From an optimization exercise on the open Yosys and OpenROAD flow, aimed at small area; shortcuts taken in it are not production practice. RTL that was checked went through simulation tests only; none was proved equivalent to the original. Power and IR drop assume default switching activity.

==> module router_top, before the edit <==
module router_top (
    input clock,
    input resetn,
    input packet_valid,
    input [7:0] data_in,
    input read_enb_0, read_enb_1, read_enb_2,
    output [7:0] data_out_0, data_out_1, data_out_2,
    output vld_out_0, vld_out_1, vld_out_2,
    output err,
    output busy
);
    localparam [2:0] DA  = 3'b000,    
                     DAW = 3'b001,    
                     LFD = 3'b100,    
                     LD  = 3'b101,    
                     LP  = 3'b110,    
                     FFS = 3'b011,    
                     LAF = 3'b111,    
                     CPE = 3'b010;    
    reg [2:0] state, next_state;
    reg [1:0] addr;
    wire [2:0] empty, full, soft_reset;
    wire st_da  = (state == DA);
    wire st_daw = (state == DAW);
    wire st_lfd = (state == LFD);
    wire st_ld  = (state == LD);
    wire st_laf = (state == LAF);
    wire st_cpe = (state == CPE);
    wire detect = st_da | st_daw;
    assign busy = ~detect;
    wire fifo_full = (addr == 2'd0) ? full[0] :
                     (addr == 2'd1) ? full[1] :
                     (addr == 2'd2) ? full[2] : 1'b0;
    wire din_empty  = (data_in[1:0] == 2'd0) ? empty[0] :
                      (data_in[1:0] == 2'd1) ? empty[1] :
                      (data_in[1:0] == 2'd2) ? empty[2] : 1'b0;
    wire addr_empty = (addr == 2'd0) ? empty[0] :
                      (addr == 2'd1) ? empty[1] :
                      (addr == 2'd2) ? empty[2] : 1'b0;
    wire soft_match = (addr == 2'd0) ? soft_reset[0] :
                      (addr == 2'd1) ? soft_reset[1] :
                      (addr == 2'd2) ? soft_reset[2] : 1'b0;
    reg parity_done, low_packet_valid;
    always @(*) begin
        next_state = state;
        case (state)
            DA:  if (packet_valid && data_in[1:0] != 2'd3)
                     next_state = din_empty ? LFD : DAW;
            DAW: if (addr_empty) next_state = LFD;
            LFD: next_state = fifo_full ? FFS : LD;
            LD:  if (fifo_full) next_state = FFS;
                 else if (~packet_valid) next_state = LP;
            LP:  next_state = CPE;
            FFS: if (~fifo_full) next_state = LAF;
            LAF: if (parity_done) next_state = DA;
                 else next_state = low_packet_valid ? LP : LD;
            CPE: next_state = fifo_full ? FFS : DA;
        endcase
    end
    always @(posedge clock) begin
        if (~resetn || soft_match)
            state <= DA;
        else
            state <= next_state;
    end
    always @(posedge clock)
        if (detect) addr <= data_in[1:0];
    reg [7:0] parity;
    reg       mismatch;
    reg [5:0] count;
    reg       err_r;
    always @(posedge clock) begin
        if (detect) begin
            if (packet_valid) parity <= data_in;
        end else if (st_lfd) begin
            if (~packet_valid) parity <= 8'd0;
        end else if (st_ld && packet_valid)
            parity <= parity ^ data_in;
    end
    wire parity_set = count == 6'd0 && (st_ld || st_laf) && ~packet_valid;
    always @(posedge clock)
        if (parity_set && ~parity_done)
            mismatch <= (parity != data_in);
    always @(posedge clock) begin
        if (detect)
            count <= data_in[7:2];
        else if (st_ld && packet_valid)
            count <= count - 6'd1;
    end
    always @(posedge clock)
        low_packet_valid <= ~packet_valid;
    always @(posedge clock) begin
        if (~resetn || detect)
            parity_done <= 1'b0;
        else if (parity_set)
            parity_done <= 1'b1;
    end
    always @(posedge clock) begin
        if (~resetn || st_cpe)
            err_r <= 1'b0;
        else if (parity_done)
            err_r <= mismatch;
    end
    assign err = err_r;
    wire [2:0] rd = {read_enb_2, read_enb_1, read_enb_0};
    wire [23:0] dout;
    wire [2:0] vld;
    genvar i;
    generate
        for (i = 0; i < 3; i = i + 1) begin : q
            router_queue Q (
                .clock(clock), .resetn(resetn),
                .write(st_ld && addr == i), .read(rd[i]),
                .data_in(data_in),
                .data_out(dout[8*i +: 8]), .vld_out(vld[i]),
                .full(full[i]), .empty(empty[i]), .soft_reset(soft_reset[i]));
        end
    endgenerate
    assign data_out_0 = dout[7:0];
    assign data_out_1 = dout[15:8];
    assign data_out_2 = dout[23:16];
    assign vld_out_0 = vld[0];
    assign vld_out_1 = vld[1];
    assign vld_out_2 = vld[2];
endmodule
==> module router_queue, before the edit <==
module router_queue (
    input clock, resetn,
    input write, read,
    input [7:0] data_in,
    output reg [7:0] data_out,
    output reg vld_out,
    output full, empty, soft_reset
);
    reg [7:0] mem [0:15];
    reg [4:0] count;
    localparam [4:0] TIMEOUT = 5'b11000, FLUSH = 5'b10000;
    reg [4:0] timer;
    wire [4:0] timer_step = {timer[3:0], ~(timer[4] ^ timer[2])};
    assign empty = (count == 5'd0);
    assign full = count[4];
    assign soft_reset = (timer == FLUSH);
    wire timeout = (timer == TIMEOUT);
    wire do_write = write && ~full;
    wire do_read = read && ~empty;
    always @(posedge clock) begin
        if (~resetn || soft_reset)
            count <= 5'd0;
        else if (do_write && ~do_read)
            count <= count + 5'd1;
        else if (do_read && ~do_write)
            count <= count - 5'd1;
    end
    integer k;
    always @(posedge clock)
        if (do_write) begin
            mem[0] <= data_in;
            for (k = 1; k < 16; k = k + 1)
                mem[k] <= mem[k-1];
        end
    wire [3:0] c = count[3:0];
    wire [7:0] l1 [0:7];
    wire [7:0] l2 [0:3];
    wire [7:0] l3 [0:1];
    genvar j;
    generate
        for (j = 0; j < 8; j = j + 1) begin : m1
            assign l1[j] = c[0] ? mem[(2*j + 16) % 16] : mem[(2*j + 15) % 16];
        end
        for (j = 0; j < 4; j = j + 1) begin : m2
            assign l2[j] = c[1] ? l1[2*j+1] : l1[2*j];
        end
        for (j = 0; j < 2; j = j + 1) begin : m3
            assign l3[j] = c[2] ? l2[2*j+1] : l2[2*j];
        end
    endgenerate
    wire [7:0] head_data = c[3] ? l3[1] : l3[0];
    always @(posedge clock) begin
        if (~resetn || soft_reset || empty)
            data_out <= 8'd0;
        else if (read)
            data_out <= head_data;
    end
    always @(posedge clock) begin
        if (~resetn)
            timer <= 5'd0;
        else if (timeout || (vld_out && ~read))
            timer <= timer_step;
        else
            timer <= 5'd0;
    end
    always @(posedge clock) begin
        if (~resetn || timeout)
            vld_out <= 1'b0;
        else
            vld_out <= ~empty;
    end
endmodule
export LEC_CHECK = 0
export CAP_MARGIN = 20
export CORE_MARGIN = 2
export CORE_UTILIZATION = 70
export CTS_BUF_LIST = sky130_fd_sc_hd__clkbuf_16
export CTS_CLUSTER_DIAMETER = 90
export CTS_CLUSTER_SIZE = 30
export SLEW_MARGIN = 20
create_clock -name core_clock -period 5.0 [get_ports {clock}]
run.sh (not shown) runs the stock make flow with config.mk's settings and CLKGATE_MAP_FILE= SYNTH_SCRIPT=/design/flow/synth_recipe.tcl, a recipe that flattens the netlist after the stock synthesis.
Change:
--- a/flow/design.v
+++ b/flow/design.v
@@ -66,7 +66,7 @@
     always @(posedge clock)
         if (detect) addr <= data_in[1:0];
     reg [7:0] parity;
-    reg       mismatch;
+    reg [7:0] packet_parity;
     reg [5:0] count;
     reg       err_r;
     always @(posedge clock) begin
@@ -79,8 +79,8 @@
     end
     wire parity_set = count == 6'd0 && (st_ld || st_laf) && ~packet_valid;
     always @(posedge clock)
-        if (parity_set && ~parity_done)
-            mismatch <= (parity != data_in);
+        if (~packet_valid && (st_ld || (st_laf && ~parity_done)))
+            packet_parity <= data_in;
     always @(posedge clock) begin
         if (detect)
             count <= data_in[7:2];
@@ -99,7 +99,7 @@
         if (~resetn || st_cpe)
             err_r <= 1'b0;
         else if (parity_done)
-            err_r <= mismatch;
+            err_r <= (parity != packet_parity);
     end
     assign err = err_r;
     wire [2:0] rd = {read_enb_2, read_enb_1, read_enb_0};
@@ -133,22 +133,20 @@
 );
     reg [7:0] mem [0:15];
     reg [4:0] count;
-    localparam [4:0] TIMEOUT = 5'b11000, FLUSH = 5'b10000;
+    localparam [4:0] IDLE = 5'b11101, TIMEOUT = 5'b01111, FLUSH = 5'b11110;
     reg [4:0] timer;
     wire [4:0] timer_step = {timer[3:0], ~(timer[4] ^ timer[2])};
     assign empty = (count == 5'd0);
     assign full = count[4];
-    assign soft_reset = (timer == FLUSH);
-    wire timeout = (timer == TIMEOUT);
+    assign soft_reset = (timer[4:1] == FLUSH[4:1]);
+    wire timeout = (timer[3:0] == TIMEOUT[3:0]);
     wire do_write = write && ~full;
     wire do_read = read && ~empty;
     always @(posedge clock) begin
         if (~resetn || soft_reset)
             count <= 5'd0;
-        else if (do_write && ~do_read)
-            count <= count + 5'd1;
-        else if (do_read && ~do_write)
-            count <= count - 5'd1;
+        else if (do_write != do_read)
+            count <= count + {{4{do_read}}, 1'b1};
     end
     integer k;
     always @(posedge clock)
@@ -182,11 +180,11 @@
     end
     always @(posedge clock) begin
         if (~resetn)
-            timer <= 5'd0;
+            timer <= IDLE;
         else if (timeout || (vld_out && ~read))
             timer <= timer_step;
         else
-            timer <= 5'd0;
+            timer <= IDLE;
     end
     always @(posedge clock) begin
         if (~resetn || timeout)
What happened: Combinational power shrinks by about 4%. Fmax shrinks by 4.9%. Final area shrinks by 0.51%. Setup slack gets worse by 0.18 ns. Sequential power grows by about 1%. Non-clock buffer count shrinks by 2. Routed wire length grows by 6.0%. Clock skew shrinks by 0.017 ns. Count of clock-buffer cells in the layout does not change. Sequential cell count grows by 7.
No functional check of the RTL was part of the first run of this note.

[separate check: timing with driven ports]
In the flow no input, the clock included, has a driving cell. The finished layouts below were timed again as built, in two steps. Step 1, drivers: a clkbuf_16 drives clock and a buf_2 each remaining input, both assumed. Step 2 adds t to the input delays and takes it off the output delays; t is the mean of the earliest and latest rising clock arrival at the registers after step 1. Input paths then give back, and output paths get back, about the clock's delay inside the block. Slacks: no drivers / after step 1 / after step 2; pairs: no drivers / after step 1.
run	shift t [ns]	setup slack, ns	latest minus earliest clock arrival (ns)	slew at the worst register clock pin (ns)	worst data-port slew with drivers (ns)
the first run	0.578	1.544 / 1.493 / 1.575	0.045 / 0.044	0.11 / 0.11	0.06
the second run	0.579	1.366 / 1.314 / 1.475	0.014 / 0.015	0.11 / 0.11	0.07
After both steps setup and hold are still met in every run listed.
